This design comes from an exercise in tuning for small area on the open sky130 flow, not from production work. RTL that was checked went through simulation tests only; none was proved equivalent to the original. Function not checked in runs 3 to 5: the RTL went through the layout flow alone. No activity file was given, so power comes from the tool's default toggle rates.

$ cat design/flow/flow/run.sh
#!/bin/bash
# The standard layout (standard.sh: ORFS synthesis to final), except that the
# input and output ports get the smallest buffer, sky130_fd_sc_hd__buf_1,
# instead of the one buffer_ports picks by default. ORFS writes each step's
# log under orfs/logs; make's own output goes to standard.log.
set -euo pipefail
export BUFFER_PORTS_ARGS="-buffer_cell sky130_fd_sc_hd__buf_1"
bash standard.sh > standard.log 2>&1
$ cat design/flow/standard.sh
#!/bin/bash
# synth_recipe.tcl (not shown) runs the flow's synth.tcl, then flattens the netlist and writes it again
# the make line also repeats each setting of config.mk as NAME=value (left out here)
make -C /OpenROAD-flow-scripts/flow DESIGN_CONFIG=/design/flow/config.mk WORK_HOME=/design/flow/orfs CLKGATE_MAP_FILE= SYNTH_SCRIPT=/design/flow/synth_recipe.tcl "${@:-finish}"
$ cat design/flow/config.mk
export PLATFORM = sky130hd
export DESIGN_NAME = printer_core
export DESIGN_NICKNAME = printer_core
export VERILOG_FILES = /design/flow/design.v
export SDC_FILE = /design/flow/constraint.sdc
export NUM_CORES = 4
export LEC_CHECK = 0
export CAP_MARGIN = 20
export CORE_MARGIN = 2
export CORE_UTILIZATION = 40
export CTS_CLUSTER_DIAMETER = 100
export CTS_CLUSTER_SIZE = 30
export SLEW_MARGIN = 20
$ cat design/flow/constraint.sdc
create_clock -name core_clock -period 10.0 [get_ports {clk}]
set_input_delay 2.0000 -clock core_clock [delete_from_list [all_inputs] [get_ports {clk}]]
set_output_delay 2.0000 -clock core_clock [all_outputs]
set_load 0.01 [all_outputs]
$ cat design/flow/design.v
module printer_core(
	input	wire			clk,
	input	wire			rst,
	input	wire	[9:0]	flags_out,
	input	wire	[9:0]	configuration_1,
	input	wire	[31:0]	stepper_1_speed,
	input	wire	[31:0]	stepper_2_speed,
	input	wire	[31:0]	stepper_3_speed,
	input	wire	[31:0]	stepper_4_speed,
	input	wire	[31:0]	stepper_1_steps_out,
	input	wire	[31:0]	stepper_2_steps_out,
	input	wire	[31:0]	stepper_3_steps_out,
	input	wire	[31:0]	stepper_4_steps_out,
	input	wire	[11:0]	temp_bed_bottom,
	input	wire	[11:0]	temp_bed_upper,
	input	wire	[11:0]	temp_e1_bottom,
	input	wire	[11:0]	temp_e1_upper,
	input	wire	[5:0]	endstop_raw,	 
	input	wire	[11:0]	temp_e1,
	input	wire	[11:0]	temp_bed,
	output	wire	[2:0]	flags_in,
	output	wire	[5:0]	end_stop,
	output	wire	[31:0]	stepper_1_steps_in,
	output	wire	[31:0]	stepper_2_steps_in,
	output	wire	[31:0]	stepper_3_steps_in,
	output	wire	[31:0]	stepper_4_steps_in,
	output	wire	[3:0]	step,
	output	wire	[3:0]	dir,
	output	wire	[3:0]	enable,
	output	wire			heater_bed,
	output	wire			heater_e1
);
	reg		[9:0]	flags_read;
	always @(posedge clk)
		if (rst)
			flags_read <= 10'd0;
		else
			flags_read <= flags_out;
	wire	[5:0]	es;
	endstop_filter ef1(.clk(clk), .rst(rst), .in(endstop_raw[0] ^ configuration_1[0]), .out(es[0]));
	endstop_filter ef2(.clk(clk), .rst(rst), .in(endstop_raw[1] ^ configuration_1[1]), .out(es[1]));
	endstop_filter ef3(.clk(clk), .rst(rst), .in(endstop_raw[2] ^ configuration_1[2]), .out(es[2]));
	endstop_filter ef4(.clk(clk), .rst(rst), .in(endstop_raw[3] ^ configuration_1[3]), .out(es[3]));
	endstop_filter ef5(.clk(clk), .rst(rst), .in(endstop_raw[4] ^ configuration_1[4]), .out(es[4]));
	endstop_filter ef6(.clk(clk), .rst(rst), .in(endstop_raw[5] ^ configuration_1[5]), .out(es[5]));
	assign end_stop = es;
	stepper_controller stepper_controller1(
		.clk(clk), .rst(rst),
		.stepper_step_in_1(stepper_1_steps_out), .stepper_speed_1(stepper_1_speed),
		.stepper_step_in_2(stepper_2_steps_out), .stepper_speed_2(stepper_2_speed),
		.stepper_step_in_3(stepper_3_steps_out), .stepper_speed_3(stepper_3_speed),
		.stepper_step_in_4(stepper_4_steps_out), .stepper_speed_4(stepper_4_speed),
		.negate(configuration_1[9:6]),
		.stepper_enable(flags_read[0]),
		.xmin(es[0]), .xmax(es[1]), .ymin(es[2]), .ymax(es[3]), .zmin(es[4]), .zmax(es[5]),
		.homex(flags_read[2]), .homey(flags_read[3]), .homez(flags_read[4]),
		.start_driving(flags_read[1]), .start_homing(flags_read[5]),
		.step(step), .dir(dir), .enable(enable),
		.steppers_driving(flags_in[0]),
		.stepper_step_out_1(stepper_1_steps_in),
		.stepper_step_out_2(stepper_2_steps_in),
		.stepper_step_out_3(stepper_3_steps_in),
		.stepper_step_out_4(stepper_4_steps_in));
	reg		[4:0]	samples;
	wire	[4:0]	samples_inc;
	ripple_inc #(5) samples_cnt(.a(samples), .en(!samples[4]), .y(samples_inc));
	always @(posedge clk)
		if (rst)
			samples <= 5'd0;
		else
			samples <= samples_inc;
	heater_control heater_bed_control(
		.clk(clk), .rst(rst), .full(samples[4]),
		.temp(temp_bed), .temp_bottom(temp_bed_bottom), .temp_upper(temp_bed_upper),
		.control(flags_read[7:6]), .enable_heater(heater_bed));
	heater_control heater_e1_control(
		.clk(clk), .rst(rst), .full(samples[4]),
		.temp(temp_e1), .temp_bottom(temp_e1_bottom), .temp_upper(temp_e1_upper),
		.control(flags_read[9:8]), .enable_heater(heater_e1));
	assign flags_in[1] = heater_bed;
	assign flags_in[2] = heater_e1;
endmodule
module ripple_inc #(parameter W = 32) (
	input	wire	[W-1:0]	a,
	input	wire			en,
	output	wire	[W-1:0]	y);
	wire	[W:0]	c;
	assign c[0] = en;
	genvar i;
	generate for (i = 0; i < W; i = i + 1) begin : g
		assign y[i] = a[i] ^ c[i];
		assign c[i+1] = c[i] & a[i];
	end endgenerate
endmodule
module ripple_dec #(parameter W = 32) (
	input	wire	[W-1:0]	a,
	input	wire			en,
	output	wire	[W-1:0]	y);
	wire	[W:0]	c;
	assign c[0] = en;
	genvar i;
	generate for (i = 0; i < W; i = i + 1) begin : g
		assign y[i] = a[i] ^ c[i];
		assign c[i+1] = c[i] & !a[i];
	end endgenerate
endmodule
module ripple_updn #(parameter W = 32) (
	input	wire	[W-1:0]	a,
	input	wire			en,
	input	wire			down,
	output	wire	[W-1:0]	y);
	wire	[W:0]	c;
	assign c[0] = en;
	genvar i;
	generate for (i = 0; i < W; i = i + 1) begin : g
		assign y[i] = a[i] ^ c[i];
		assign c[i+1] = c[i] & (a[i] ^ down);
	end endgenerate
endmodule
module step_count(
	input	wire	[31:0]	q,
	input	wire	[31:0]	x,
	input	wire			load,
	input	wire			neg,
	input	wire			done,
	output	wire	[31:0]	q_next,
	output	wire			dir_next);
	wire	[31:0]	a = load ? x : q;
	wire	[32:0]	b;
	wire	[31:0]	t;
	assign b[0] = load ? neg : done;
	genvar i;
	generate for (i = 0; i < 32; i = i + 1) begin : g
		assign t[i] = a[i] ^ b[i];
		assign b[i+1] = b[i] & !a[i];
	end endgenerate
	assign q_next = t ^ {32{load & t[31]}};
	assign dir_next = t[31] ^ neg;
endmodule
module ripple_cneg #(parameter W = 32) (
	input	wire	[W-1:0]	a,
	input	wire			neg,
	output	wire	[W-1:0]	y);
	wire	[W:0]	o;
	assign o[0] = 1'b0;
	genvar i;
	generate for (i = 0; i < W; i = i + 1) begin : g
		assign y[i] = a[i] ^ (neg & o[i]);
		assign o[i+1] = o[i] | a[i];
	end endgenerate
endmodule
module ripple_gt #(parameter W = 32) (
	input	wire	[W-1:0]	a,
	input	wire	[W-1:0]	b,
	output	wire			gt);
	wire	[W:0]	g;
	assign g[0] = 1'b0;
	genvar i;
	generate for (i = 0; i < W; i = i + 1) begin : g_
		assign g[i+1] = (a[i] & !b[i]) | (!(a[i] ^ b[i]) & g[i]);
	end endgenerate
	assign gt = g[W];
endmodule
module stepper_controller(
	input	wire			clk,
	input	wire			rst,
	input	wire	[31:0]	stepper_step_in_1,
	input	wire	[31:0]	stepper_speed_1,
	input	wire	[31:0]	stepper_step_in_2,
	input	wire	[31:0]	stepper_speed_2,
	input	wire	[31:0]	stepper_step_in_3,
	input	wire	[31:0]	stepper_speed_3,
	input	wire	[31:0]	stepper_step_in_4,
	input	wire	[31:0]	stepper_speed_4,
	input	wire	[3:0]	negate,
	input	wire			stepper_enable,
	input	wire			xmin,
	input	wire			xmax,
	input	wire			ymin,
	input	wire			ymax,
	input	wire			zmin,
	input	wire			zmax,
	input	wire			homex,
	input	wire			homey,
	input	wire			homez,
	input	wire			start_driving,
	input	wire			start_homing,
	output	wire	[3:0]	step,
	output	wire	[3:0]	dir,
	output	wire	[3:0]	enable,
	output	wire			steppers_driving,
	output	wire	[31:0]	stepper_step_out_1,
	output	wire	[31:0]	stepper_step_out_2,
	output	wire	[31:0]	stepper_step_out_3,
	output	wire	[31:0]	stepper_step_out_4);
	wire	[2:0]	step_h, dir_h;
	wire	[3:0]	step_d, dir_d;
	wire			driv_h, driv_xy, driv_z, driv_e;
	wire	drive = start_driving & !start_homing;
	wire	home  = start_homing & !start_driving;
	assign step = drive ? step_d : (home ? {1'b0, step_h} : 4'd0);
	assign dir  = drive ? dir_d  : (home ? {1'b0, dir_h}  : 4'd0);
	assign enable = {4{!stepper_enable}};
	assign steppers_driving = drive ? (driv_xy | driv_z | driv_e) : (home & driv_h);
	home_g28 home_blk(.clk(clk), .rst(rst),
		.stepper_speed_1(stepper_speed_1), .stepper_speed_2(stepper_speed_2), .stepper_speed_3(stepper_speed_3),
		.xmin(xmin), .ymin(ymin), .zmin(zmin),
		.homex(homex), .homey(homey), .homez(homez),
		.start_driving(start_homing),
		.step_signal(step_h), .dir(dir_h), .steppers_driving(driv_h));
	stepper_corexy_new corexy(.clk(clk), .rst(rst),
		.stepper_step_in_1(stepper_step_in_1), .negate_1(negate[0]), .stepper_speed_1(stepper_speed_1),
		.stepper_step_in_2(stepper_step_in_2), .negate_2(negate[1]), .stepper_speed_2(stepper_speed_2),
		.xmin(xmin), .xmax(xmax), .ymin(ymin), .ymax(ymax),
		.start_driving(start_driving),
		.step_signal_1(step_d[0]), .dir_1(dir_d[0]),
		.step_signal_2(step_d[1]), .dir_2(dir_d[1]),
		.steppers_driving(driv_xy),
		.stepper_step_out_1(stepper_step_out_1),
		.stepper_step_out_2(stepper_step_out_2));
	stepper_z z(.clk(clk), .rst(rst),
		.stepper_step_in(stepper_step_in_3), .negate(negate[2]), .stepper_speed(stepper_speed_3),
		.zmin(zmin), .zmax(zmax),
		.start_driving(start_driving),
		.step_signal(step_d[2]), .direction(dir_d[2]),
		.stepper_driving(driv_z), .stepper_step_out(stepper_step_out_3));
	stepper_extruder e1(.clk(clk), .rst(rst),
		.stepper_step_in(stepper_step_in_4), .negate(negate[3]), .stepper_speed(stepper_speed_4),
		.start_driving(start_driving),
		.step_signal(step_d[3]), .dir(dir_d[3]),
		.stepper_driving(driv_e), .stepper_step_out(stepper_step_out_4));
endmodule
module stepper_corexy_new(
	input	wire			clk,
	input	wire			rst,
	input	wire	[31:0]	stepper_step_in_1,
	input	wire			negate_1,
	input	wire	[31:0]	stepper_speed_1,
	input	wire	[31:0]	stepper_step_in_2,
	input	wire			negate_2,
	input	wire	[31:0]	stepper_speed_2,
	input	wire			xmin,
	input	wire			xmax,
	input	wire			ymin,
	input	wire			ymax,
	input	wire			start_driving,
	output	wire			step_signal_1,
	output	wire			dir_1,
	output	wire			step_signal_2,
	output	wire			dir_2,
	output	wire			steppers_driving,
	output	wire	[31:0]	stepper_step_out_1,
	output	wire	[31:0]	stepper_step_out_2);
	reg		[31:0]	q_1, q_2;		 
	reg		[31:0]	c_1, c_2;
	reg		[31:0]	speed_1, speed_2;
	reg				signal_1, signal_2;
	reg				driving_1, driving_2;
	reg				direction_1, direction_2;
	wire	[31:0]	r_1 = q_1 ^ {32{direction_1}};
	wire	[31:0]	r_2 = q_2 ^ {32{direction_2}};
	reg				f;
	reg				x_minus, x_plus, y_minus, y_plus;	 
	assign steppers_driving = driving_1 | driving_2;
	assign step_signal_1 = signal_1;
	assign step_signal_2 = signal_2;
	assign dir_1 = direction_1;
	assign dir_2 = direction_2;
	assign stepper_step_out_1 = r_1;
	assign stepper_step_out_2 = r_2;
	wire	nz_in_1 = |stepper_step_in_1[30:0];
	wire	nz_in_2 = |stepper_step_in_2[30:0];
	wire	load = !driving_1 & !driving_2 & !f & start_driving & (nz_in_1 | nz_in_2);
	wire	[30:0]	a_1 = stepper_step_in_1[30:0];
	wire	[30:0]	a_2 = stepper_step_in_2[30:0];
	wire	b_1 = stepper_step_in_1[31] & nz_in_1;
	wire	b_2 = stepper_step_in_2[31] & nz_in_2;
	wire	d_1 = stepper_step_in_1[31] ^ (negate_1 & nz_in_1);
	wire	d_2 = stepper_step_in_2[31] ^ (negate_2 & nz_in_2);
	wire	same = (b_1 == b_2);
	wire	[30:0]	p = a_2 ^ {31{same}};
	wire	[30:0]	h = a_1 ^ p;
	wire	[31:0]	g;
	assign g[0] = same;
	genvar i;
	generate for (i = 0; i < 31; i = i + 1) begin : cmp
		assign g[i+1] = (a_1[i] & p[i]) | (h[i] & g[i]);
	end endgenerate
	wire	[30:0]	k = {a_1[29:0] | p[29:0], same};
	wire	eq = &(h ~^ k);
	wire	[31:0]	carry = g;
	wire	gt = b_1 ? !carry[31] : (carry[31] & !eq);
	wire	s_plus  = d_1 ? (!gt & !eq) : gt;
	wire	s_minus = d_1 ? gt : (!gt & !eq);
	wire	s_on_y = (d_1 == d_2);
	wire	ok = ((xmin & !x_minus) | (xmax & !x_plus) | (!xmin & !xmax)) &
				 ((ymin & !y_minus) | (ymax & !y_plus) | (!ymin & !ymax));
	wire	[31:0]	c_1_inc, c_2_inc;
	ripple_inc #(32) c_1_cnt(.a(c_1), .en(1'b1), .y(c_1_inc));
	ripple_inc #(32) c_2_cnt(.a(c_2), .en(1'b1), .y(c_2_inc));
	wire	due_1 = (c_1 == speed_1);
	wire	due_2 = (c_2 == speed_2);
	wire	run_1 = ok & (|r_1[30:0]);
	wire	run_2 = ok & (|r_2[30:0]);
	wire	done_1 = driving_1 & signal_1 & (!run_1 | due_1) | !ok & signal_1;
	wire	done_2 = driving_2 & signal_2 & (!run_2 | due_2) | !ok & signal_2;
	wire	[31:0]	q_1_next, q_2_next;
	wire			dir_1_next, dir_2_next;
	step_count r_1_cnt(.q(q_1), .x(stepper_step_in_1), .load(load), .neg(negate_1),
		.done(done_1), .q_next(q_1_next), .dir_next(dir_1_next));
	step_count r_2_cnt(.q(q_2), .x(stepper_step_in_2), .load(load), .neg(negate_2),
		.done(done_2), .q_next(q_2_next), .dir_next(dir_2_next));
	wire	active = driving_1 | driving_2;
	wire	clear_1 = active & !ok & !(|r_1[30:0]);
	wire	clear_2 = active & !ok & !(|r_2[30:0]);
	always @(posedge clk)
	begin
		c_1 <= (load | due_1) ? 32'd1 : c_1_inc;
		c_2 <= (load | due_2) ? 32'd1 : c_2_inc;
		if (load)
		begin
			speed_1 <= stepper_speed_1;
			speed_2 <= stepper_speed_2;
		end
		if (rst)
		begin
			q_1 <= 32'd0; q_2 <= 32'd0;
			signal_1 <= 1'b0; signal_2 <= 1'b0;
			driving_1 <= 1'b0; driving_2 <= 1'b0;
			direction_1 <= 1'b0; direction_2 <= 1'b0;
			f <= 1'b0;
			x_minus <= 1'b0; x_plus <= 1'b0; y_minus <= 1'b0; y_plus <= 1'b0;
		end
		else
		begin
			q_1 <= {clear_1 ? direction_1 : q_1_next[31], q_1_next[30:0]};
			q_2 <= {clear_2 ? direction_2 : q_2_next[31], q_2_next[30:0]};
			if (load)
			begin
				driving_1 <= nz_in_1;
				driving_2 <= nz_in_2;
				signal_1 <= nz_in_1;
				signal_2 <= nz_in_2;
				direction_1 <= dir_1_next;
				direction_2 <= dir_2_next;
				f <= 1'b1;
				x_plus  <= s_on_y ? !d_1 : s_plus;
				x_minus <= s_on_y ?  d_1 : s_minus;
				y_plus  <= s_on_y ? s_plus  : !d_1;
				y_minus <= s_on_y ? s_minus : d_1;
			end
			else if (active)
			begin
				if (driving_1)
				begin
					if (!run_1)
					begin
						signal_1 <= 1'b0;
						driving_1 <= 1'b0;
					end
					else if (due_1)
						signal_1 <= !signal_1;
				end
				if (driving_2)
				begin
					if (!run_2)
					begin
						signal_2 <= 1'b0;
						driving_2 <= 1'b0;
					end
					else if (due_2)
						signal_2 <= !signal_2;
				end
				if (!ok)
				begin
					signal_1 <= 1'b0; driving_1 <= 1'b0;
					signal_2 <= 1'b0; driving_2 <= 1'b0;
				end
			end
			if (!start_driving)
			begin
				f <= 1'b0;
				driving_1 <= 1'b0; driving_2 <= 1'b0;
				signal_1 <= 1'b0; signal_2 <= 1'b0;
			end
		end
	end
endmodule
module stepper_z(
	input	wire			clk,
	input	wire			rst,
	input	wire	[31:0]	stepper_step_in,
	input	wire			negate,
	input	wire	[31:0]	stepper_speed,
	input	wire			zmin,
	input	wire			zmax,
	input	wire			start_driving,
	output	wire			step_signal,
	output	wire			direction,
	output	wire			stepper_driving,
	output	wire	[31:0]	stepper_step_out);
	reg		[31:0]	q;
	reg				q_dir;
	wire	[31:0]	r = q ^ {32{q_dir}};
	reg		[31:0]	m;
	reg				signal;
	reg				driving;
	reg				f;
	assign stepper_driving = driving;
	assign step_signal = signal;
	assign direction = r[31];
	assign stepper_step_out = r;
	wire	es_ok = (!zmin & !zmax) | (zmin & !r[31]) | (zmax & r[31]);
	wire	load = !driving & !f & start_driving & (|stepper_step_in[30:0]) & es_ok;
	wire	run = (|r[30:0]) & es_ok;	 
	wire	due = (m == 32'd1);
	wire	done = driving & signal & (!run | due);
	wire	[31:0]	m_dec, q_next;
	wire			dir_next;
	ripple_dec #(32) m_cnt(.a(m), .en(1'b1), .y(m_dec));
	step_count r_cnt(.q(q), .x(stepper_step_in), .load(load), .neg(negate),
		.done(done), .q_next(q_next), .dir_next(dir_next));
	always @(posedge clk)
	begin
		m <= (load | due) ? stepper_speed : m_dec;
		if (rst)
		begin
			q <= 32'd0; q_dir <= 1'b0; signal <= 1'b0; driving <= 1'b0; f <= 1'b0;
		end
		else
		begin
			q <= q_next;
			if (load)
				q_dir <= dir_next;
			if (load)
			begin
				driving <= 1'b1;
				signal <= 1'b1;
				f <= 1'b1;
			end
			else if (driving)
			begin
				if (run)
				begin
					if (due)
						signal <= !signal;
				end
				else
				begin
					signal <= 1'b0;
					driving <= 1'b0;
				end
			end
			if (!start_driving)
			begin
				f <= 1'b0;
				driving <= 1'b0;
				signal <= 1'b0;
			end
		end
	end
endmodule
module stepper_extruder(
	input	wire			clk,
	input	wire			rst,
	input	wire	[31:0]	stepper_step_in,
	input	wire			negate,
	input	wire	[31:0]	stepper_speed,
	input	wire			start_driving,
	output	wire			step_signal,
	output	wire			dir,
	output	wire			stepper_driving,
	output	wire	[31:0]	stepper_step_out);
	reg		[31:0]	q;
	reg				q_dir;
	wire	[31:0]	r = q ^ {32{q_dir}};
	reg		[31:0]	m;
	reg				signal;
	reg				driving;
	reg				f;
	assign stepper_driving = driving;
	assign step_signal = signal;
	assign dir = r[31];
	assign stepper_step_out = r;
	wire	es_ok = 1'b1;
	wire	load = !driving & !f & start_driving & (|stepper_step_in[30:0]) & es_ok;
	wire	run = (|r[30:0]) & es_ok;	 
	wire	due = (m == 32'd1);
	wire	done = driving & signal & (!run | due);
	wire	[31:0]	m_dec, q_next;
	wire			dir_next;
	ripple_dec #(32) m_cnt(.a(m), .en(1'b1), .y(m_dec));
	step_count r_cnt(.q(q), .x(stepper_step_in), .load(load), .neg(negate),
		.done(done), .q_next(q_next), .dir_next(dir_next));
	always @(posedge clk)
	begin
		m <= (load | due) ? stepper_speed : m_dec;
		if (rst)
		begin
			q <= 32'd0; q_dir <= 1'b0; signal <= 1'b0; driving <= 1'b0; f <= 1'b0;
		end
		else
		begin
			q <= q_next;
			if (load)
				q_dir <= dir_next;
			if (load)
			begin
				driving <= 1'b1;
				signal <= 1'b1;
				f <= 1'b1;
			end
			else if (driving)
			begin
				if (run)
				begin
					if (due)
						signal <= !signal;
				end
				else
				begin
					signal <= 1'b0;
					driving <= 1'b0;
				end
			end
			if (!start_driving)
			begin
				f <= 1'b0;
				driving <= 1'b0;
				signal <= 1'b0;
			end
		end
	end
endmodule
module home_g28(
	input	wire			clk,
	input	wire			rst,
	input	wire	[31:0]	stepper_speed_1,
	input	wire	[31:0]	stepper_speed_2,
	input	wire	[31:0]	stepper_speed_3,
	input	wire			xmin,
	input	wire			ymin,
	input	wire			zmin,
	input	wire			homex,
	input	wire			homey,
	input	wire			homez,
	input	wire			start_driving,
	output	wire	[2:0]	step_signal,
	output	wire	[2:0]	dir,
	output	wire			steppers_driving);
	reg		[1:0]	f;
	reg				dir1, dir3;
	assign dir = {dir3, (f == 2'd1), dir1};
	assign steppers_driving = start_driving & (homex & !xmin | homey & !ymin | homez & !zmin);
	wire	both  = !xmin & !ymin & homex & homey;
	wire	xonly = !both & !xmin & homex;
	wire	yonly = !both & !xonly & !ymin & homey;
	wire	[1:0]	mode = xonly ? 2'd1 : (yonly ? 2'd2 : 2'd0);
	wire	active = both | xonly | yonly;
	wire	change = active & (f != mode);	 
	always @(posedge clk)
		if (rst)
		begin
			f <= 2'd0; dir1 <= 1'b0; dir3 <= 1'b0;
		end
		else if (start_driving)
		begin
			dir3 <= 1'b1;
			if (change)
			begin
				f <= mode;
				dir1 <= 1'b1;
			end
		end
	home_axis axis1(.clk(clk), .rst(rst), .speed(stepper_speed_1),
		.run(start_driving & active), .restart(change),
		.clear(start_driving & !active), .mute(1'b0), .signal(step_signal[0]));
	home_axis axis2(.clk(clk), .rst(rst), .speed(stepper_speed_2),
		.run(start_driving & (xonly | yonly)), .restart(change),
		.clear(start_driving & (!active | (both & change))),
		.mute(start_driving & both), .signal(step_signal[1]));
	home_axis axis3(.clk(clk), .rst(rst), .speed(stepper_speed_3),
		.run(start_driving & !zmin & homez), .restart(1'b0),
		.clear(start_driving & !(!zmin & homez)), .mute(1'b0), .signal(step_signal[2]));
endmodule
module home_axis(
	input	wire			clk,
	input	wire			rst,
	input	wire	[31:0]	speed,
	input	wire			run,
	input	wire			restart,
	input	wire			clear,
	input	wire			mute,
	output	reg				signal);
	reg		[31:0]	m;
	reg		[30:0]	n;
	reg				z;
	wire	reload = run & (restart | z | (m == 32'd0));
	wire	count = run & !reload;
	wire	n_zero = (n == 31'd0);
	wire	[31:0]	m_dec;
	wire	[30:0]	n_dec;
	ripple_dec #(32) m_cnt(.a(m), .en(count), .y(m_dec));
	ripple_dec #(31) n_cnt(.a(n), .en(count & !n_zero), .y(n_dec));
	always @(posedge clk)
	begin
		m <= reload ? speed : m_dec;
		n <= reload ? speed[31:1] : n_dec;
		if (rst)
		begin
			z <= 1'b1; signal <= 1'b0;
		end
		else if (reload)
		begin
			z <= 1'b0; signal <= 1'b1;
		end
		else if (count)
		begin
			if (n_zero)
				signal <= 1'b0;
		end
		else if (clear)
		begin
			z <= 1'b1; signal <= 1'b0;
		end
		else if (mute)
			signal <= 1'b0;
	end
endmodule
module heater_control(
	input	wire			clk,
	input	wire			rst,
	input	wire			full,
	input	wire	[11:0]	temp,
	input	wire	[11:0]	temp_bottom,
	input	wire	[11:0]	temp_upper,
	input	wire	[1:0]	control,
	output	wire			enable_heater);
	reg en;
	reg f;
	wire [11:0] temp_filter;
	assign enable_heater = en;
	analog_filter filter_1(.clk(clk), .rst(rst), .full(full),
		.signal_in(temp), .signal_out(temp_filter));
	wire above, below;
	ripple_gt #(12) cmp_upper(.a(temp_filter), .b(temp_upper), .gt(above));
	ripple_gt #(12) cmp_bottom(.a(temp_bottom), .b(temp_filter), .gt(below));
	wire reached = !above;		 
	always @(posedge clk)
		if (rst)
		begin
			en <= 1'b0; f <= 1'b1;
		end
		else if (control[0])		 
		begin
			if (f)
			begin
				en <= !reached;
				f <= !reached;
			end
		end
		else
		begin
			f <= 1'b1;
			if (control[1])			 
			begin
				if (reached)
					en <= 1'b0;
				else if (!below)		 
					en <= 1'b1;
			end
			else
				en <= 1'b0;
		end
endmodule
module analog_filter(
	input	wire			clk,
	input	wire			rst,
	input	wire			full,
	input	wire	[11:0]	signal_in,
	output	wire	[11:0]	signal_out);
	reg		[191:0]	history;
	reg		[15:0]	sum;
	wire	[15:0]	x = sum;
	wire	[15:0]	y = {4'd0, signal_in};
	wire	[15:0]	z = {4'hf, ~(history[191:180] & {12{full}})};
	wire	[15:0]	s = x ^ y ^ z;
	wire	[16:0]	k = {(x & y) | (z & (x ^ y)), 1'b1};
	wire	[16:0]	c;
	wire	[15:0]	next;
	assign c[0] = 1'b0;
	genvar i;
	generate for (i = 0; i < 16; i = i + 1) begin : g
		assign next[i] = s[i] ^ k[i] ^ c[i];
		assign c[i+1] = (s[i] & k[i]) | (c[i] & (s[i] ^ k[i]));
	end endgenerate
	always @(posedge clk)
	begin
		history <= {history[179:0], signal_in};
		if (rst)
			sum <= 16'd0;
		else
			sum <= next;
	end
	assign signal_out = sum[15:4];
endmodule
module endstop_filter(
	input	wire	clk,
	input	wire	rst,
	input	wire	in,
	output	reg		out);
	reg		[13:0]	k;
	reg				prev;
	wire	full = (k == 14'd10000);
	wire	[13:0]	k_inc;
	ripple_inc #(14) k_cnt(.a(k), .en(!full & (in == prev)), .y(k_inc));
	always @(posedge clk)
		if (rst)
		begin
			out <= 1'b0; k <= 14'd0; prev <= 1'b0;
		end
		else
		begin
			prev <= in;
			k <= (in == out) ? 14'd0 : k_inc;
			if ((in != out) & full)
				out <= prev;
		end
endmodule
==> flow_metrics.env, run 1 <==
export IMPL_ant_nets=0
export IMPL_final_common_cell="dfxtp_1"
export IMPL_drtIter0Drc=1213
export IMPL_grt_usage_pct=17.7
export IMPL_setup_worst_path_class="in -> reg"
export IMPL_largest_registers="heater_bed_control.filter_1.history x192, heater_e1_control.filter_1.history x192"
export IMPL_syn_inst=4218
export IMPL_routed_via_density=4.70
export IMPL_multi_input_area_mm2=0.0214
export IMPL_finalClockSkew_ns=0.0525
export IMPL_wl_per_cell_um=16.6
export IMPL_fin_crit_sh_pct=97.0
export IMPL_cp_max_fo=8
export IMPL_area_growth_pct=14.9
export IMPL_dieWidth_um=341
export IMPL_synth_fp_nets=5240
export IMPL_clk_latency_ns=0.69
export IMPL_initial_utilization_pct=40.3
export IMPL_synthFlopType="dfxtp_1"
export IMPL_cts_made_buffers=47
export IMPL_slew_headroom_pct=31.7
export IMPL_grt_max_degree=104
export IMPL_worst_path_max_delay_cell="nor4_2"
export IMPL_fin_hold_ws_ns=0.323
export IMPL_cts_sinks=1069
export IMPL_drv_cap=0
export IMPL_critPathLaunchType="input pin"
export IMPL_holdCritPathClass="reg -> reg"
export IMPL_critPathBufInv=4
export IMPL_syn_area_mm2=0.0453
export IMPL_hold_violations=0
export IMPL_antenna_found_initial=15
export IMPL_fp_dieH_um=341
export IMPL_cts_tree="built"
export IMPL_grt_pass1_vias=30300
export IMPL_yosysWarnings=9
export IMPL_ir_drop_mv=0.218
export IMPL_via_count=29800
export IMPL_r2r_cells=44
export IMPL_worstHoldEndpoint="heater_bed_control.filter_1.history[168]$_DFF_P_"
export IMPL_die_area_mm2=0.116
export IMPL_async_flop_share_pct=0
export IMPL_rows=123
export IMPL_drive_gt1_share_pct=7.26
export IMPL_synth_top_cell_area_share_pct=44.4
export IMPL_cp_arrival_ns=10.21
export IMPL_fin_nets=5835
export IMPL_pin_count=507
export IMPL_p_leak_nw=25.1
export IMPL_rrSetupSlack_ns=0.72
export IMPL_total_power_mw=9.31
export IMPL_max_stage_delay_ns=0.34
export IMPL_gr_total_overflow=0
export IMPL_fmax_mhz=103
export IMPL_drv_slew=0
export IMPL_timing_rr_start="stepper_controller1.z.q_dir$_SDFFE_PP0P_"
export IMPL_r2r_end="stepper_controller1.z.q[28]$_SDFF_PP0_"
export IMPL_synth_top_area_cell="dfxtp_1"
export IMPL_setup_viol=0
export IMPL_core_area_mm2=0.112
export IMPL_clkTransAtPathRegs_ns=0.11
export IMPL_synthTopCellsByArea="dfxtp_1 44%, ha_1 17%, xor2_1 5.0%"
export IMPL_synth_edf_count=64
export IMPL_pre_cts_ws_ns=-0.538
export IMPL_outcome="finished clean"
export IMPL_htreeDepth=2
export IMPL_crit_top_cell="ha_1"
export IMPL_worst_slack_ns=0.297
export IMPL_drc=0
export IMPL_ys_ff_latch=1069
export IMPL_most_common_layout_cells="1,001 x dfxtp_1, 588 x ha_1, 505 x buf_1, 445 x inv_1, 327 x nor2_1"
export IMPL_io_buffers=506
export IMPL_register_area_mm2=0.0220
export IMPL_max_clock_path_buffers=3
export IMPL_min_period_ns=9.70
export IMPL_holdPathStages=0
export IMPL_ctsHoldBuffers=0
export IMPL_clock_root_buffer="clkbuf_16"
export IMPL_synth_cell_types=74
export IMPL_seq_area_frac_synth_pct=48.6
export IMPL_required_ns=10.51
export IMPL_grt_first_pass_wirelength_mm=164
export IMPL_end_kind="register"
export IMPL_drt_pass1_iter_count=5
export IMPL_powerDensity_mw_per_mm2=179
export IMPL_worst_pin_slew_ns=1.02
export IMPL_crit_family="adder cells"
export IMPL_wirelength_mm=105
export IMPL_postSynthAreaPerCell_um2=10.7
export IMPL_hp_start="heater_bed_control.filter_1.history[156]$_DFF_P_"
export IMPL_place_congestion=0.960
export IMPL_dp_hpwl_mm=82.8
export IMPL_n_fill_cell=10600
[final cells by class]
cell class	instances	share of cell area (%)
Antenna cell	4	0.0192
Timing Repair Buffer	698	6.82
Tap cell	1500	3.60
Clock inverter	19	0.639
Sequential cell	1069	42.3
Multi-Input combinational cell	2551	41.1
Clock buffer	54	2.31
Inverter	446	3.22
[cell usage after synthesis (41+ instances only)]
master and instances:
dfxtp_1 1005, ha_1 614, inv_1 445, nor2_1 332
xor2_1 260, a21oi_1 251, xnor2_1 178, nor4_1 127
mux2i_1 125, and2_1 112, clkbuf_1 82, o21ai_0 73
nand2_1 71, and3_1 65, edfxtp_1 64, nand4_1 58
fa_1 52, nor2b_1 45, buf_2 41
[cell families (layout without fill, tap and decap cells)]
family          count (synthesis)  count (layout)  synth area share, %
compound gates                437             437                 5.61
simple gates                  884             884                 10.1
other cells                     0               4                    0
fa+ha+maj                     666             666                 19.2
mux                           125             125                 2.76
buf+inv                       598            1217                 5.20
flops                        1069            1069                 48.6
xor+xnor                      439             439                 8.50
[how the worst max path moves through the flow]
stage,to,start,cells after the start
final,stepper_controller1.corexy.q_2[3]$_SDFF_PP0_,stepper_1_steps_out[6],46
after global routing,stepper_controller1.corexy.q_2[2]$_SDFF_PP0_,stepper_1_steps_out[6],46
after CTS,stepper_controller1.corexy.q_1[18]$_SDFF_PP0_,stepper_1_steps_out[22],45
after detailed placement,stepper_controller1.z.q[18]$_SDFF_PP0_,stepper_3_steps_out[23],44
after global placement,stepper_controller1.z.q[20]$_SDFF_PP0_,stepper_3_steps_out[19],44
after floorplan,stepper_controller1.z.q[10]$_SDFF_PP0_,stepper_3_steps_out[8],43
[layer usage]
layer  global-route usage, %  part of all wire (%)  vias up
met4                    6.31                   3.3       18
met1                    22.9                    46    14000
li1                        -                     -    15200
met5                       0                 0.098        -
met2                    29.8                    47      467
met3                    2.97                   4.1      168
[report_power, final]
part | internal, mW | total [mW] | switching (mW) | leakage [nW]
clock network | 0.955 | 2.39 | 1.43 | 0.737
registers | 4.78 | 5.03 | 0.252 | 9.00
logic | 0.835 | 1.89 | 1.05 | 15.4
[what timing repair did]
action | in CTS | in global routing
gates resized for setup | 0 | 63
endpoints found under the setup margin | 0 | 95
setup buffers | 0 | 4
hold endpoints to repair | 0 | 0
[metrics by stage]
step	cells	instance area, um2	setup TNS, ns	utilization [%]
finish	6341	52100	0	46.3
CTS	6325	51600	0	45.8
floorplan	4218	45500	-0.379	-
global placement	6252	50000	-40.29	44.5
detailed placement	6252	50000	-51.15	44.5
global route	6341	52100	-0.336	46.3
==> run 2: changes to the inputs <==
--- a/design/flow/config.mk
+++ b/design/flow/config.mk
@@ -9,5 +9,3 @@
 export CORE_MARGIN = 2
 export CORE_UTILIZATION = 40
-export CTS_CLUSTER_DIAMETER = 100
-export CTS_CLUSTER_SIZE = 30
 export SLEW_MARGIN = 20
==> run 2 against run 1 <==
- routed wire length rose by 2.2%
- sequential share of layout area fell by 1.9 points
- first-iteration DRC count fell by 6.3%
- design area rose by 4.8%
- highest routed layer unchanged
- still clean
==> flow_metrics.env, run 2 <==
export IMPL_yosys_area_share_adder_pct=19.2
export IMPL_drv_cap=0
export IMPL_ir_drop_mv=0.182
export IMPL_cp_depth=44
export IMPL_drc=0
export IMPL_dieWidth_um=341
export IMPL_synth_simple_area_share_pct=10.1
export IMPL_initial_utilization_pct=40.3
export IMPL_clock_root_buffer="clkbuf_16"
export IMPL_crit_family="adder cells"
export IMPL_powerDensity_mw_per_mm2=209
export IMPL_drive_gt1_share_pct=9.29
export IMPL_pin_count=507
export IMPL_critPathLaunchType="input pin"
export IMPL_synth_fp_nets=5240
export IMPL_fp_dieH_um=341
export IMPL_fin_nets=5897
export IMPL_via_count=30400
export IMPL_largest_registers="heater_bed_control.filter_1.history x192, heater_e1_control.filter_1.history x192"
export IMPL_max_stage_delay_ns=0.30
export IMPL_holdPathStages=0
export IMPL_worst_slack_ns=0.324
export IMPL_area_growth_pct=20.4
export IMPL_cts_sinks=1069
export IMPL_cp_max_fo=7
export IMPL_antenna_found_initial=14
export IMPL_synth_top_cell_area_share_pct=44.4
export IMPL_clk_latency_ns=0.72
export IMPL_stdcell_count=6474
export IMPL_htreeDepth=3
export IMPL_ys_ff_latch=1069
export IMPL_fin_hold_ws_ns=0.287
export IMPL_postSynthAreaPerCell_um2=10.7
export IMPL_drtIter0Drc=1136
export IMPL_cts_made_buffers=111
export IMPL_fmax_mhz=103
export IMPL_core_area_mm2=0.112
export IMPL_most_common_layout_cells="1,001 x dfxtp_1, 591 x ha_1, 505 x buf_1, 445 x inv_1, 327 x nor2_1"
export IMPL_synthTopCellsByArea="dfxtp_1 44%, ha_1 17%, xor2_1 5.0%"
export IMPL_pre_cts_ws_ns=-0.538
export IMPL_required_ns=10.54
export IMPL_clkTransAtPathRegs_ns=0.06
export IMPL_min_period_ns=9.68
export IMPL_setup_worst_path_class="in -> reg"
export IMPL_cp_arrival_ns=10.21
export IMPL_place_congestion=0.960
export IMPL_synth_cell_types=74
export IMPL_dp_hpwl_mm=82.8
export IMPL_synth_edf_count=64
export IMPL_post_dp_cell_area_mm2=0.0500
export IMPL_seq_area_frac_synth_pct=48.6
export IMPL_end_kind="register"
export IMPL_worst_pin_slew_ns=1.03
export IMPL_async_flop_share_pct=0
export IMPL_setup_viol=0
export IMPL_grt_pass1_vias=31100
export IMPL_synth_top_family_by_area="adder cells"
export IMPL_gr_total_overflow=0
export IMPL_total_power_mw=11.4
export IMPL_routed_via_density=4.70
export IMPL_r2r_cells=44
export IMPL_yosysMostFrequentCell="dfxtp_1"
export IMPL_design_area_mm2=0.0546
export IMPL_synth_mux_area_share_pct=2.76
export IMPL_finalSetupTns_ns=0
export IMPL_finalClockSkew_ns=0.0586
export IMPL_wl_per_cell_um=16.6
export IMPL_outcome="finished clean"
export IMPL_drt_pass1_iter_count=5
export IMPL_grt_max_degree=104
export IMPL_syn_area_mm2=0.0453
export IMPL_yosysWarnings=9
export IMPL_drv_slew=0
export IMPL_wirelength_mm=108
export IMPL_holdCritPathClass="reg -> reg"
export IMPL_utilization_pct=48.5
export IMPL_synth_top_area_cell="dfxtp_1"
export IMPL_slew_headroom_pct=31.0
export IMPL_crit_top_cell="ha_1"
export IMPL_die_area_mm2=0.116
export IMPL_cts_tree="built"
export IMPL_critPathBufInv=4
export IMPL_grt_usage_pct=18.2
export IMPL_hold_violations=0
export IMPL_io_buffers=506
export IMPL_syn_inst=4218
export IMPL_p_leak_nw=26.4
export IMPL_synth_compound_area_share_pct=5.61
export IMPL_synthFlopType="dfxtp_1"
export IMPL_worst_path_max_delay_cell="nor4_2"
export IMPL_rows=123
export IMPL_synth_commonest_cells="1,005 x dfxtp_1, 614 x ha_1, 445 x inv_1"
export IMPL_ant_nets=0
export IMPL_final_common_cell="dfxtp_1"
export IMPL_max_clock_path_buffers=3
export IMPL_place_inst=6252
export IMPL_fin_crit_sh_pct=96.8
export IMPL_synth_xor_area_share_pct=8.50
export IMPL_grt_first_pass_wirelength_mm=167
run 2: path summary, 6_finish.rpt:
check                                                       from                                              to  slack, ns
setup / recovery                         stepper_3_steps_out[29]          stepper_controller1.z.q[10]$_SDFF_PP0_       0.32
hold / removal    heater_e1_control.filter_1.history[24]$_DFF_P_  heater_e1_control.filter_1.history[36]$_DFF_P_       0.29
setup reg to reg        stepper_controller1.z.q_dir$_SDFFE_PP0P_          stepper_controller1.z.q[10]$_SDFF_PP0_       0.65
hold reg to reg   heater_e1_control.filter_1.history[24]$_DFF_P_  heater_e1_control.filter_1.history[36]$_DFF_P_       0.29
run 2: final cells by class:
class | count | area, um2
diodes | 3 | 7.51
clock inverters | 57 | 942
flip-flops and latches | 1069 | 22000
inverters | 446 | 1680
clock buffers | 152 | 3150
fillers | 10300 | 57900
well taps | 1500 | 1880
repair buffers | 696 | 3530
multi-input cells | 2551 | 21400
run 2: worst reg2reg max path, delay by kind of cell, from the launching register on:
family / cells / cell delay (ns)
xor+xnor: 3 / 0.67
fa+ha+maj: 31 / 6.20
simple gates: 6 / 0.76
flops: 1 / 0.33
buf+inv: 3 / 0.76
compound gates: 1 / 0.49
run 2: timing repair:
action,in CTS,in global routing
endpoints found under the setup margin,0,94
buffers inserted,0,3
gates resized for setup,0,60
hold buffers,0,0
run 2: power breakdown:
part,internal [mW],switching [mW],total (mW)
clock network,2.70,1.78,4.47
logic,0.834,1.06,1.89
registers,4.78,0.254,5.04
total,8.31,3.09,11.4
run 2: kinds of logic (layout without fill, tap and decap cells):
| group | Yosys count | after routing |
|---|---|---|
| flip-flops | 1069 | 1069 |
| AND/OR/NAND/NOR | 884 | 884 |
| adder cells (fa/ha/maj) | 666 | 666 |
| buffers and inverters | 598 | 1351 |
| XOR/XNOR | 439 | 439 |
| AO/OA/AOI/OAI | 437 | 437 |
| multiplexers | 125 | 125 |
| other | 0 | 3 |
run 2: routing by layer:
layer  part of all wire, %  GRT usage [%]
met2                    47           30.4
met5                  0.12              0
met3                   4.7           3.68
met4                   3.8           7.21
met1                    45           23.0
==> run 3: changes to the inputs <==
--- a/design/flow/design.v
+++ b/design/flow/design.v
@@ -403,5 +403,5 @@
 	reg				q_dir;
 	wire	[31:0]	r = q ^ {32{q_dir}};
-	reg		[31:0]	m;
+	reg		[31:0]	mi;		 
 	reg				signal;
 	reg				driving;
@@ -414,14 +414,14 @@
 	wire	load = !driving & !f & start_driving & (|stepper_step_in[30:0]) & es_ok;
 	wire	run = (|r[30:0]) & es_ok;	 
-	wire	due = (m == 32'd1);
+	wire	due = (mi == 32'hfffffffe);	 
 	wire	done = driving & signal & (!run | due);
-	wire	[31:0]	m_dec, q_next;
+	wire	[31:0]	mi_inc, q_next;
 	wire			dir_next;
-	ripple_dec #(32) m_cnt(.a(m), .en(1'b1), .y(m_dec));
+	ripple_inc #(32) m_cnt(.a(mi), .en(1'b1), .y(mi_inc));
 	step_count r_cnt(.q(q), .x(stepper_step_in), .load(load), .neg(negate),
 		.done(done), .q_next(q_next), .dir_next(dir_next));
 	always @(posedge clk)
 	begin
-		m <= (load | due) ? stepper_speed : m_dec;
+		mi <= (load | due) ? ~stepper_speed : mi_inc;
 		if (rst)
 		begin
@@ -475,5 +475,5 @@
 	reg				q_dir;
 	wire	[31:0]	r = q ^ {32{q_dir}};
-	reg		[31:0]	m;
+	reg		[31:0]	mi;		 
 	reg				signal;
 	reg				driving;
@@ -486,14 +486,14 @@
 	wire	load = !driving & !f & start_driving & (|stepper_step_in[30:0]) & es_ok;
 	wire	run = (|r[30:0]) & es_ok;	 
-	wire	due = (m == 32'd1);
+	wire	due = (mi == 32'hfffffffe);	 
 	wire	done = driving & signal & (!run | due);
-	wire	[31:0]	m_dec, q_next;
+	wire	[31:0]	mi_inc, q_next;
 	wire			dir_next;
-	ripple_dec #(32) m_cnt(.a(m), .en(1'b1), .y(m_dec));
+	ripple_inc #(32) m_cnt(.a(mi), .en(1'b1), .y(mi_inc));
 	step_count r_cnt(.q(q), .x(stepper_step_in), .load(load), .neg(negate),
 		.done(done), .q_next(q_next), .dir_next(dir_next));
 	always @(posedge clk)
 	begin
-		m <= (load | due) ? stepper_speed : m_dec;
+		mi <= (load | due) ? ~stepper_speed : mi_inc;
 		if (rst)
 		begin
@@ -593,18 +593,18 @@
 	input	wire			mute,
 	output	reg				signal);
-	reg		[31:0]	m;
-	reg		[30:0]	n;
+	reg		[31:0]	mi;
+	reg		[30:0]	ni;
 	reg				z;
-	wire	reload = run & (restart | z | (m == 32'd0));
+	wire	reload = run & (restart | z | (&mi));
 	wire	count = run & !reload;
-	wire	n_zero = (n == 31'd0);
-	wire	[31:0]	m_dec;
-	wire	[30:0]	n_dec;
-	ripple_dec #(32) m_cnt(.a(m), .en(count), .y(m_dec));
-	ripple_dec #(31) n_cnt(.a(n), .en(count & !n_zero), .y(n_dec));
+	wire	n_zero = &ni;
+	wire	[31:0]	mi_inc;
+	wire	[30:0]	ni_inc;
+	ripple_inc #(32) m_cnt(.a(mi), .en(count), .y(mi_inc));
+	ripple_inc #(31) n_cnt(.a(ni), .en(count & !n_zero), .y(ni_inc));
 	always @(posedge clk)
 	begin
-		m <= reload ? speed : m_dec;
-		n <= reload ? speed[31:1] : n_dec;
+		mi <= reload ? ~speed : mi_inc;
+		ni <= reload ? ~speed[31:1] : ni_inc;
 		if (rst)
 		begin
--- a/design/flow/config.mk
+++ b/design/flow/config.mk
@@ -8,4 +8,6 @@
 export CAP_MARGIN = 20
 export CORE_MARGIN = 2
-export CORE_UTILIZATION = 40
+export CORE_UTILIZATION = 65
+export CTS_CLUSTER_DIAMETER = 100
+export CTS_CLUSTER_SIZE = 30
 export SLEW_MARGIN = 20
==> run 3 against run 2 <==
- still clean on timing, DRC and antenna
- non-clock buffer count grew 9
- sequential power about the same
- first-iteration DRC count up 54%
- worst hold slack improved by 0.037 ns
- sequential cell count is the same
- count of clock-buffer cells in the layout decreased by 101
- clock skew shrank 0.030 ns
- synthesized cell count down 3.6%
- synthesized area is 1.4% lower
- utilization up 25 points
- sequential share of layout area grew 3.4 points
- die area down 39%
- critical path type unchanged
==> flow_metrics.env, run 3 <==
export IMPL_n_fill_cell=5087
export IMPL_cp_max_fo=6
export IMPL_gr_total_overflow=0
export IMPL_seq_area_frac_synth_pct=49.3
export IMPL_max_clock_path_buffers=3
export IMPL_pre_cts_ws_ns=-0.495
export IMPL_routed_via_density=5.34
export IMPL_switching_share_pct=28.7
export IMPL_worst_pin_slew_ns=0.869
export IMPL_powerDensity_mw_per_mm2=180
export IMPL_critPathLaunchType="input pin"
export IMPL_crit_start="stepper_2_steps_out[14]"
export IMPL_clkTransAtPathRegs_ns=0.12
export IMPL_slew_headroom_pct=42.0
export IMPL_ant_nets=0
export IMPL_io_buffers=506
export IMPL_syn_inst=4068
export IMPL_outcome="finished clean"
export IMPL_seq_power_share_pct=56.0
export IMPL_async_flop_share_pct=0
export IMPL_intPower_mw=6.46
export IMPL_cp_arrival_ns=10.20
export IMPL_synth_top_area_cell="dfxtp_1"
export IMPL_fp_dieH_um=266
export IMPL_yosysWarnings=9
export IMPL_synth_fp_nets=5090
export IMPL_ctsHoldBuffers=0
export IMPL_crit_family="adder cells"
export IMPL_min_period_ns=9.72
export IMPL_yosysMostFrequentCell="dfxtp_1"
export IMPL_grt_max_degree=173
export IMPL_setup_viol=0
export IMPL_drv_slew=0
export IMPL_pwr_share_comb_pct=21.0
export IMPL_largest_registers="heater_bed_control.filter_1.history x192, heater_e1_control.filter_1.history x192"
export IMPL_post_dp_cell_area_mm2=0.0487
export IMPL_drc=0
export IMPL_synth_commonest_cells="1,005 x dfxtp_1, 614 x ha_1, 272 x nor2_1"
export IMPL_area_growth_pct=12.7
export IMPL_hold_violations=0
export IMPL_fmax_mhz=103
export IMPL_finalClockSkew_ns=0.0284
export IMPL_cts_tree="built"
export IMPL_clock_root_buffer="clkbuf_16"
export IMPL_clkPwrFrac_pct=23.0
export IMPL_cts_sinks=1069
export IMPL_design_area_mm2=0.0504
export IMPL_clk_latency_ns=0.62
export IMPL_pin_count=507
export IMPL_grt_first_pass_wirelength_mm=151
export IMPL_fin_nets=5679
export IMPL_postSynthAreaPerCell_um2=11.0
export IMPL_grt_usage_pct=26.9
export IMPL_synth_cell_types=65
export IMPL_rows=96
export IMPL_hp_start="heater_bed_control.filter_1.history[171]$_DFF_P_"
export IMPL_wl_per_cell_um=17.5
export IMPL_core_area_mm2=0.0683
export IMPL_ys_ff_latch=1069
export IMPL_synth_top_cell_area_share_pct=45.0
export IMPL_worst_slack_ns=0.283
export IMPL_crit_top_cell="ha_1"
export IMPL_fin_crit_sh_pct=97.2
export IMPL_p_leak_nw=23.9
export IMPL_worst_path_max_delay_cell="nor4_2"
export IMPL_cts_made_buffers=42
export IMPL_required_ns=10.48
export IMPL_initial_utilization_pct=65.4
export IMPL_synthFlopType="dfxtp_1"
export IMPL_max_stage_delay_ns=0.30
export IMPL_place_congestion=0.934
export IMPL_syn_area_mm2=0.0447
export IMPL_critPathBufInv=5
export IMPL_switching_power_mw=2.60
export IMPL_drive_gt1_share_pct=6.79
export IMPL_die_area_mm2=0.0709
export IMPL_synth_edf_count=64
export IMPL_drtIter0Drc=1754
export IMPL_synthTopCellsByArea="dfxtp_1 45%, ha_1 17%, xor2_1 5.1%"
export IMPL_dp_hpwl_mm=74.4
export IMPL_dieWidth_um=266
export IMPL_antenna_found_initial=11
export IMPL_drt_pass1_iter_count=5
export IMPL_most_common_layout_cells="1,002 x dfxtp_1, 598 x ha_1, 505 x buf_1, 268 x nor2_1, 251 x xor2_1"
export IMPL_htreeDepth=2
export IMPL_timing_rr_start="stepper_controller1.corexy.direction_2$_SDFFE_PP0P_"
export IMPL_drv_cap=0
export IMPL_setup_worst_path_class="in -> reg"
export IMPL_ir_drop_mv=0.193
export IMPL_via_count=29600
export IMPL_holdCritPathClass="reg -> reg"
export IMPL_final_common_cell="dfxtp_1"
export IMPL_grt_pass1_vias=28900
export IMPL_wirelength_mm=97.3
export IMPL_end_kind="register"
[run 3: changes by cell type after synthesis, sizes merged, moves of 62 or more]
cell,change
nand2,+144
inv,-240
a21oi,-138
nor2,-62
o21ai,+126
[run 3: kinds of logic after synthesis]
family | synth area share (%)
multiplexers | 2.96
AND/OR/NAND/NOR | 11.1
flip-flops | 49.3
adder cells (fa/ha/maj) | 19.5
AO/OA/AOI/OAI | 5.27
buffers and inverters | 3.29
XOR/XNOR | 8.60
[run 3: area by class of cell]
| type | count | area (um2) | area share (%) |
|---|---|---|---|
| Tap cell | 882 | 1100 | 2.19 |
| Clock buffer | 51 | 1110 | 2.20 |
| Inverter | 205 | 772 | 1.53 |
| Timing Repair Buffer | 705 | 3700 | 7.34 |
| Clock inverter | 4 | 82.6 | 0.164 |
| Antenna cell | 6 | 15.0 | 0.0298 |
| Sequential cell | 1069 | 22000 | 43.8 |
| Multi-Input combinational cell | 2634 | 21600 | 42.8 |
[run 3: stage by stage]
step	std cells	TNS [ns]	utilization, %	power (mW)	hold slack [ns]
final	5556	0	73.7	9.05	0.324
after global placement	5478	-38.48	71.2	6.94	0.310
after floorplan	4068	0	-	6.39	0.310
after detailed placement	5479	-51.38	71.3	7.03	0.312
after global routing	5556	-1.03	73.7	9.59	0.328
after CTS	5534	0	73.0	9.10	0.329
[run 3: worst paths after layout]
check / endpoint / slack [ns] / depth (start not counted)
setup / recovery: stepper_controller1.corexy.q_2[15]$_SDFF_PP0_ / 0.28 / 46
setup reg to reg: stepper_controller1.corexy.q_2[15]$_SDFF_PP0_ / 0.59 / 45
hold / removal: heater_bed_control.filter_1.history[183]$_DFF_P_ / 0.32 / 0
hold reg to reg: heater_bed_control.filter_1.history[183]$_DFF_P_ / 0.32 / 0
[run 3: power by group through the flow]
stage | combinational (mW) | sequential (mW) | clock (mW)
5_1_grt | 2.18 | 5.12 | 2.28
3_3_place_gp | 1.79 | 5.15 | 0
2_1_floorplan | 1.32 | 5.07 | 0
6_report | 1.90 | 5.07 | 2.08
3_5_place_dp | 1.87 | 5.16 | 0
4_1_cts | 1.89 | 5.07 | 2.14
[run 3: what timing repair did]
action | CTS | global route
setup buffers | 0 | 4
setup endpoints to repair | 0 | 128
gates resized for setup | 0 | 34
hold endpoints to repair | 0 | 0
[run 3: worst reg2reg max path: cells and delay by family, from the launching register on]
family / cells / cell delay [ns]
simple gates: 6 / 0.81
flops: 1 / 0.82
buf+inv: 3 / 0.61
compound gates: 2 / 0.40
fa+ha+maj: 31 / 6.10
xor+xnor: 3 / 0.54
[run 3: metal layers]
metal	up-vias	track usage, %	routed length [um]
li1	14900	-	-
met1	13900	35.0	42600
met2	565	45.9	47300
met3	183	3.00	3740
met4	10	10.4	3580
met5	-	0	62
==> run 4: changes to the inputs <==
--- a/design/flow/config.mk
+++ b/design/flow/config.mk
@@ -10,4 +10,4 @@
 export CORE_UTILIZATION = 65
 export CTS_CLUSTER_DIAMETER = 100
-export CTS_CLUSTER_SIZE = 30
+export CTS_CLUSTER_SIZE = 25
 export SLEW_MARGIN = 20
==> run 4 against run 3 <==
- still clean on timing, DRC and antenna
- sequential power is essentially flat
- via count fell by 0.19%
- routed wire length about the same
- fmax about the same
- first-iteration DRC count fell by 3.2%
==> flow_metrics.env, run 4 <==
export IMPL_outcome="finished clean"
export IMPL_area_growth_pct=12.9
export IMPL_crit_top_cell="ha_1"
export IMPL_synthFlopType="dfxtp_1"
export IMPL_setup_viol=0
export IMPL_max_clock_path_buffers=3
export IMPL_drv_cap=0
export IMPL_stdcell_count=5563
export IMPL_gr_total_overflow=0
export IMPL_setup_worst_path_class="in -> reg"
export IMPL_async_flop_share_pct=0
export IMPL_cp_max_fo=6
export IMPL_drtIter0Drc=1698
export IMPL_holdCritPathClass="reg -> reg"
export IMPL_cts_tree="built"
export IMPL_wirelength_mm=97.3
export IMPL_initial_utilization_pct=65.4
export IMPL_seq_area_frac_synth_pct=49.3
export IMPL_switching_power_mw=2.61
export IMPL_pwr_share_comb_pct=20.7
export IMPL_place_inst=5479
export IMPL_fin_nets=5683
export IMPL_wl_per_cell_um=17.5
export IMPL_ant_nets=0
export IMPL_clkTransAtPathRegs_ns=0.10
export IMPL_pin_count=507
export IMPL_worst_pin_slew_ns=0.896
export IMPL_worst_path_max_delay_cell="nor4_2"
export IMPL_clock_root_buffer="clkbuf_16"
export IMPL_ir_drop_mv=0.170
export IMPL_synth_top_area_cell="dfxtp_1"
export IMPL_largest_registers="heater_bed_control.filter_1.history x192, heater_e1_control.filter_1.history x192"
export IMPL_p_leak_nw=23.9
export IMPL_drv_slew=0
export IMPL_design_area_mm2=0.0504
export IMPL_total_power_mw=9.14
export IMPL_worst_slack_ns=0.291
export IMPL_intPower_mw=6.54
export IMPL_grt_max_degree=173
export IMPL_synth_cell_types=65
export IMPL_cts_made_buffers=48
export IMPL_yosysMostFrequentCell="dfxtp_1"
export IMPL_seq_power_share_pct=55.4
export IMPL_syn_inst=4068
export IMPL_routed_via_density=5.32
export IMPL_max_stage_delay_ns=0.29
export IMPL_fmax_mhz=103
export IMPL_min_period_ns=9.71
export IMPL_synth_fp_nets=5090
export IMPL_ys_ff_latch=1069
export IMPL_ctsHoldBuffers=0
export IMPL_met1_length_mm=42.5
export IMPL_drt_pass1_iter_count=5
export IMPL_drc=0
export IMPL_htreeDepth=2
export IMPL_most_common_layout_cells="1,002 x dfxtp_1, 601 x ha_1, 505 x buf_1, 268 x nor2_1, 252 x xor2_1"
export IMPL_grt_pass1_vias=29000
export IMPL_cts_sinks=1069
export IMPL_synth_top_cell_area_share_pct=45.0
export IMPL_highest_layer="met5"
export IMPL_fp_dieH_um=266
export IMPL_powerDensity_mw_per_mm2=181
export IMPL_required_ns=10.48
export IMPL_critPathLaunchType="input pin"
export IMPL_fin_crit_sh_pct=97.1
export IMPL_final_common_cell="dfxtp_1"
export IMPL_die_area_mm2=0.0709
export IMPL_hold_violations=0
export IMPL_grt_first_pass_wirelength_mm=152
export IMPL_grt_usage_pct=27.1
export IMPL_yosysWarnings=9
export IMPL_finalClockSkew_ns=0.0330
export IMPL_cp_arrival_ns=10.19
export IMPL_antenna_found_initial=11
export IMPL_clkPwrFrac_pct=23.9
export IMPL_place_congestion=0.934
export IMPL_dp_hpwl_mm=74.4
export IMPL_clk_latency_ns=0.64
export IMPL_drive_gt1_share_pct=6.76
export IMPL_pre_cts_ws_ns=-0.495
export IMPL_rows=96
export IMPL_io_buffers=506
export IMPL_post_dp_cell_area_mm2=0.0487
export IMPL_dieWidth_um=266
export IMPL_synth_commonest_cells="1,005 x dfxtp_1, 614 x ha_1, 272 x nor2_1"
export IMPL_slew_headroom_pct=40.3
export IMPL_via_count=29600
export IMPL_switching_share_pct=28.5
export IMPL_core_area_mm2=0.0683
export IMPL_wl_met3_mm=3.66
export IMPL_postSynthAreaPerCell_um2=11.0
export IMPL_syn_area_mm2=0.0447
export IMPL_synth_edf_count=64
export IMPL_grt_setup_unrepaired="true"
export IMPL_end_kind="register"
export IMPL_synthTopCellsByArea="dfxtp_1 45%, ha_1 17%, xor2_1 5.1%"
export IMPL_wl_met2_mm=47.3
[run 4: cell counts after synthesis]
Identical to the previous run, type by type.
[run 4: routing by layer]
layer	global-route usage, %	vias to the layer above
li1	-	14900
met1	35.0	13900
met2	46.3	564
met3	2.92	201
met4	11.1	10
met5	0	-
[run 4: metrics by stage]
stage	setup TNS (ns)	utilization, %	hold WS [ns]
2_1_floorplan	0	-	0.310
3_3_place_gp	-38.48	71.2	0.310
3_5_place_dp	-51.38	71.3	0.312
4_1_cts	0	73.2	0.327
5_1_grt	-1.40	73.8	0.327
6_report	0	73.8	0.325
[run 4: worst paths after layout]
path,start,end,slack [ns],cells after the start
setup reg to reg,stepper_controller1.corexy.direction_2$_SDFFE_PP0P_,stepper_controller1.corexy.q_2[5]$_SDFF_PP0_,0.55,45
setup / recovery,stepper_2_steps_out[14],stepper_controller1.corexy.q_2[5]$_SDFF_PP0_,0.29,46
hold reg to reg,heater_bed_control.filter_1.history[22]$_DFF_P_,heater_bed_control.filter_1.history[34]$_DFF_P_,0.32,0
hold / removal,heater_bed_control.filter_1.history[22]$_DFF_P_,heater_bed_control.filter_1.history[34]$_DFF_P_,0.32,0
[run 4: worst max-delay path, delay by kind of cell]
kind	cells	cell delay [ns]
xor gates and xnor gates	2	0.29
adders and majority gates	31	6.09
and+or+nand+nor	6	0.89
buffers and inverters	5	0.63
AOI/OAI and AO/OA	2	0.27
[run 4: cells by family (layout without fill, tap and decap cells)]
kind of cell	Yosys count	in the layout	synth area share (%)
DFF	1069	1069	49.3
and+or+nand+nor	982	982	11.1
adders and majority gates	666	666	19.5
xor gates and xnor gates	438	438	8.60
AOI/OAI and AO/OA	416	416	5.27
buffers and inverters	365	971	3.29
muxes	132	132	2.96
other	0	7	0
[run 4: timing repair]
item / CTS / global route
setup buffers: 0 / 4
gates resized for setup: 0 / 29
setup endpoints to repair: 0 / 128
[run 4: power groups by stage]
| stage | Clock, mW | Combinational (mW) | Sequential, mW |
|---|---|---|---|
| global placement | 0 | 1.79 | 5.15 |
| global route | 2.38 | 2.18 | 5.12 |
| floorplan | 0 | 1.32 | 5.07 |
| CTS | 2.24 | 1.88 | 5.07 |
| detailed placement | 0 | 1.87 | 5.16 |
| finish | 2.18 | 1.89 | 5.07 |
[run 4: cell type report]
class	instances	area [um2]
diodes	7	17.5
repair buffers	703	3670
inverters	205	772
multi-input cells	2634	21500
flip-flops and latches	1069	22000
fillers	5081	17900
clock buffers	59	1250
clock inverters	4	50.0
well taps	882	1100
==> run 5: changes to the inputs <==
--- a/design/flow/design.v
+++ b/design/flow/design.v
@@ -135,6 +135,7 @@
 		assign b[i+1] = b[i] & !a[i];
 	end endgenerate
-	assign q_next = t ^ {32{load & t[31]}};
-	assign dir_next = t[31] ^ neg;
+	wire	t31 = x[31] ^ (neg & !(|x[30:0]));
+	assign q_next = t ^ {32{load & t31}};
+	assign dir_next = t31 ^ neg;
 endmodule
 module ripple_cneg #(parameter W = 32) (
==> run 5 against run 4 <==
- die area increased by 0.58%
- combinational power decreased by 5%
- sequential power about the same
- clock power increased by 3%
- setup slack improved by 0.13 ns
- worst hold slack got worse by 0.0036 ns
- routed wire length increased by 1.5%
- power decreased by 0.62%
- still clean
==> flow_metrics.env, run 5 <==
export IMPL_outcome="finished clean"
export IMPL_area_growth_pct=10.4
export IMPL_routed_via_density=5.30
export IMPL_worstHoldEndpoint="heater_bed_control.filter_1.history[170]$_DFF_P_"
export IMPL_cts_made_buffers=49
export IMPL_worst_pin_slew_ns=1.03
export IMPL_antenna_found_initial=9
export IMPL_synth_xor_area_share_pct=8.51
export IMPL_fmax_mhz=104
export IMPL_wl_per_cell_um=17.8
export IMPL_crit_top_cell="ha_1"
export IMPL_p_leak_nw=23.3
export IMPL_wirelength_mm=98.8
export IMPL_syn_area_mm2=0.0450
export IMPL_synth_simple_area_share_pct=11.4
export IMPL_ctsHoldBuffers=0
export IMPL_postSynthAreaPerCell_um2=10.9
export IMPL_wl_met2_mm=47.0
export IMPL_via_count=29500
export IMPL_dieWidth_um=267
export IMPL_worst_path_max_delay_cell="nor4_1"
export IMPL_synth_commonest_cells="1,005 x dfxtp_1, 614 x ha_1, 318 x nor2_1"
export IMPL_synth_edf_count=64
export IMPL_min_period_ns=9.58
export IMPL_grt_first_pass_wirelength_mm=152
export IMPL_timing_rr_start="stepper_controller1.corexy.direction_2$_SDFFE_PP0P_"
export IMPL_drt_pass1_iter_count=5
export IMPL_drive_gt1_share_pct=4.00
export IMPL_grt_setup_unrepaired="false"
export IMPL_wl_met3_mm=4.57
export IMPL_gr_total_overflow=0
export IMPL_met1_length_mm=43.9
export IMPL_clkTransAtPathRegs_ns=0.09
export IMPL_drv_cap=0
export IMPL_pin_count=507
export IMPL_die_area_mm2=0.0713
export IMPL_setup_worst_path_class="in -> reg"
export IMPL_fin_hold_ws_ns=0.321
export IMPL_drv_slew=0
export IMPL_r2r_end="stepper_controller1.corexy.q_2[31]$_SDFF_PP0_"
export IMPL_synth_top_area_cell="dfxtp_1"
export IMPL_core_area_mm2=0.0686
export IMPL_clock_root_buffer="clkbuf_16"
export IMPL_r2r_cells=41
export IMPL_final_common_cell="dfxtp_1"
export IMPL_initial_utilization_pct=65.6
export IMPL_holdCritPathClass="reg -> reg"
export IMPL_synth_mux_area_share_pct=3.18
export IMPL_fin_nets=5629
export IMPL_synth_compound_area_share_pct=5.23
export IMPL_cts_tree="built"
export IMPL_hp_start="heater_bed_control.filter_1.history[158]$_DFF_P_"
export IMPL_ys_ff_latch=1069
export IMPL_synth_top_family_by_area="adder cells"
export IMPL_rows=96
export IMPL_critPathBufInv=5
export IMPL_async_flop_share_pct=0
export IMPL_synth_fp_nets=5131
export IMPL_end_kind="register"
export IMPL_grt_usage_pct=27.3
export IMPL_largest_registers="heater_bed_control.filter_1.history x192, heater_e1_control.filter_1.history x192"
export IMPL_htreeDepth=2
export IMPL_slew_headroom_pct=31.2
export IMPL_hold_violations=0
export IMPL_place_congestion=0.959
export IMPL_holdPathStages=0
export IMPL_yosysMostFrequentCell="dfxtp_1"
export IMPL_synth_top_cell_area_share_pct=44.7
export IMPL_cts_sinks=1069
export IMPL_io_buffers=506
export IMPL_critPathLaunchType="input pin"
-- run 5: cell types whose count changed after synthesis, moves of 11 or more --
cell      before  now
nor4_1        85  100
clkbuf_1     105   90
xor2_1       258  275
xnor2_1      179  160
and3_1        68    3
nor2_1       272  318
a21oi_1      113  143
and2_1       113  172
o21ai_0      199  181
mux2i_1      132  143
nand2_1      215  191
-- run 5: per-layer routing --
layer / global-route usage [%] / vias up
met5: 0 / -
met2: 46.4 / 637
met3: 3.66 / 169
met4: 10.2 / 6
li1: - / 14900
met1: 35.6 / 13800
-- run 5: cell type report --
cell class / count / area [um2]
clock buffers: 62 / 1270
well taps: 931 / 1160
flip-flops and latches: 1069 / 22000
fillers: 5192 / 19000
clock inverters: 6 / 105
inverters: 205 / 772
multi-input cells: 2678 / 21600
diodes: 7 / 17.5
repair buffers: 604 / 2680
-- run 5: report_power, final --
group          switching (mW)  internal, mW
Combinational            1.00         0.788
Sequential              0.282          4.78
Clock                    1.32         0.921
-- run 5: cell families after synthesis --
family / Yosys count
AO/OA/AOI/OAI: 416
XOR/XNOR: 436
adder cells (fa/ha/maj): 666
buffers and inverters: 362
flip-flops: 1069
multiplexers: 143
AND/OR/NAND/NOR: 1017
-- run 5: how the worst max path moves through the flow --
| stage | startpoint | endpoint | slack [ns] | cells after the start |
|---|---|---|---|---|
| 6_report | stepper_2_steps_out[2] | stepper_controller1.corexy.q_1[31]$_SDFF_PP0_ | 0.42 | 44 |
| 4_1_cts | stepper_2_steps_out[14] | stepper_controller1.corexy.q_1[31]$_SDFF_PP0_ | 0.22 | 44 |
| 3_5_place_dp | stepper_2_steps_out[14] | stepper_controller1.corexy.q_1[31]$_SDFF_PP0_ | -0.40 | 44 |
| 3_3_place_gp | stepper_2_steps_out[14] | stepper_controller1.corexy.q_1[31]$_SDFF_PP0_ | -0.27 | 44 |
| 5_1_grt | stepper_2_steps_out[18] | stepper_controller1.corexy.q_2[31]$_SDFF_PP0_ | 0.02 | 44 |
| 2_1_floorplan | stepper_1_steps_out[1] | stepper_controller1.corexy.q_2[31]$_SDFF_PP0_ | 0.007 | 43 |
-- run 5: metrics by stage --
step | area [um2] | setup WS [ns] | instances | power (mW)
floorplan | 45000 | 0.00750 | 4109 | 6.34
global placement | 48200 | -0.269 | 5486 | 6.87
detailed placement | 48200 | -0.400 | 5486 | 6.94
CTS | 49500 | 0.220 | 5554 | 9.16
global route | 49600 | 0.0228 | 5559 | 9.62
finish | 49600 | 0.421 | 5562 | 9.09
-- run 5: what timing repair did --
| action | CTS | global route |
|---|---|---|
| resized for setup | 0 | 6 |
| hold endpoints to repair | 0 | 0 |
| endpoints found under the setup margin | 0 | 4 |
-- run 5: worst reg2reg max path: cells and delay by family, from the launching register on --
family                     cells  cell delay [ns]
adders and majority gates     31             6.21
xor gates and xnor gates       3             0.69
DFF                            1             0.64
AOI/OAI and AO/OA              3             0.57
buffers and inverters          1             0.45
and+or+nand+nor                3             0.37

-- port drivers added, routing unchanged --
In the flow no input, the clock included, has a driving cell. The finished layouts below were timed again as built, in two steps.
Step 1 sets driving cells, clkbuf_16 on the clock port and buf_2 on the other inputs (assumed; they add their load-dependent delay and slew).
Step 2 also shifts input and output timing later by t, the mid clock arrival at the registers, as if the neighbouring blocks saw the same clock.
a / b / c = ideal / step 1 / step 2; a / b = the first two.
run	t (ns)	setup WS [ns]	cell pins on the clock port's net
run 1	0.725	0.297 / 0.339 / -0.386	1
run 2	0.761	0.324 / 0.371 / -0.390	1
run 3	0.675	0.283 / 0.327 / -0.349	1
run 4	0.695	0.291 / 0.337 / -0.357	1
run 5	0.698	0.421 / 0.455 / -0.243	1
Met with ideal ports but missed after step 2: setup timing in every run listed. The setup slack of run 2, which loses most, moves by +0.047 ns with the drivers and by -0.714 ns with both steps.
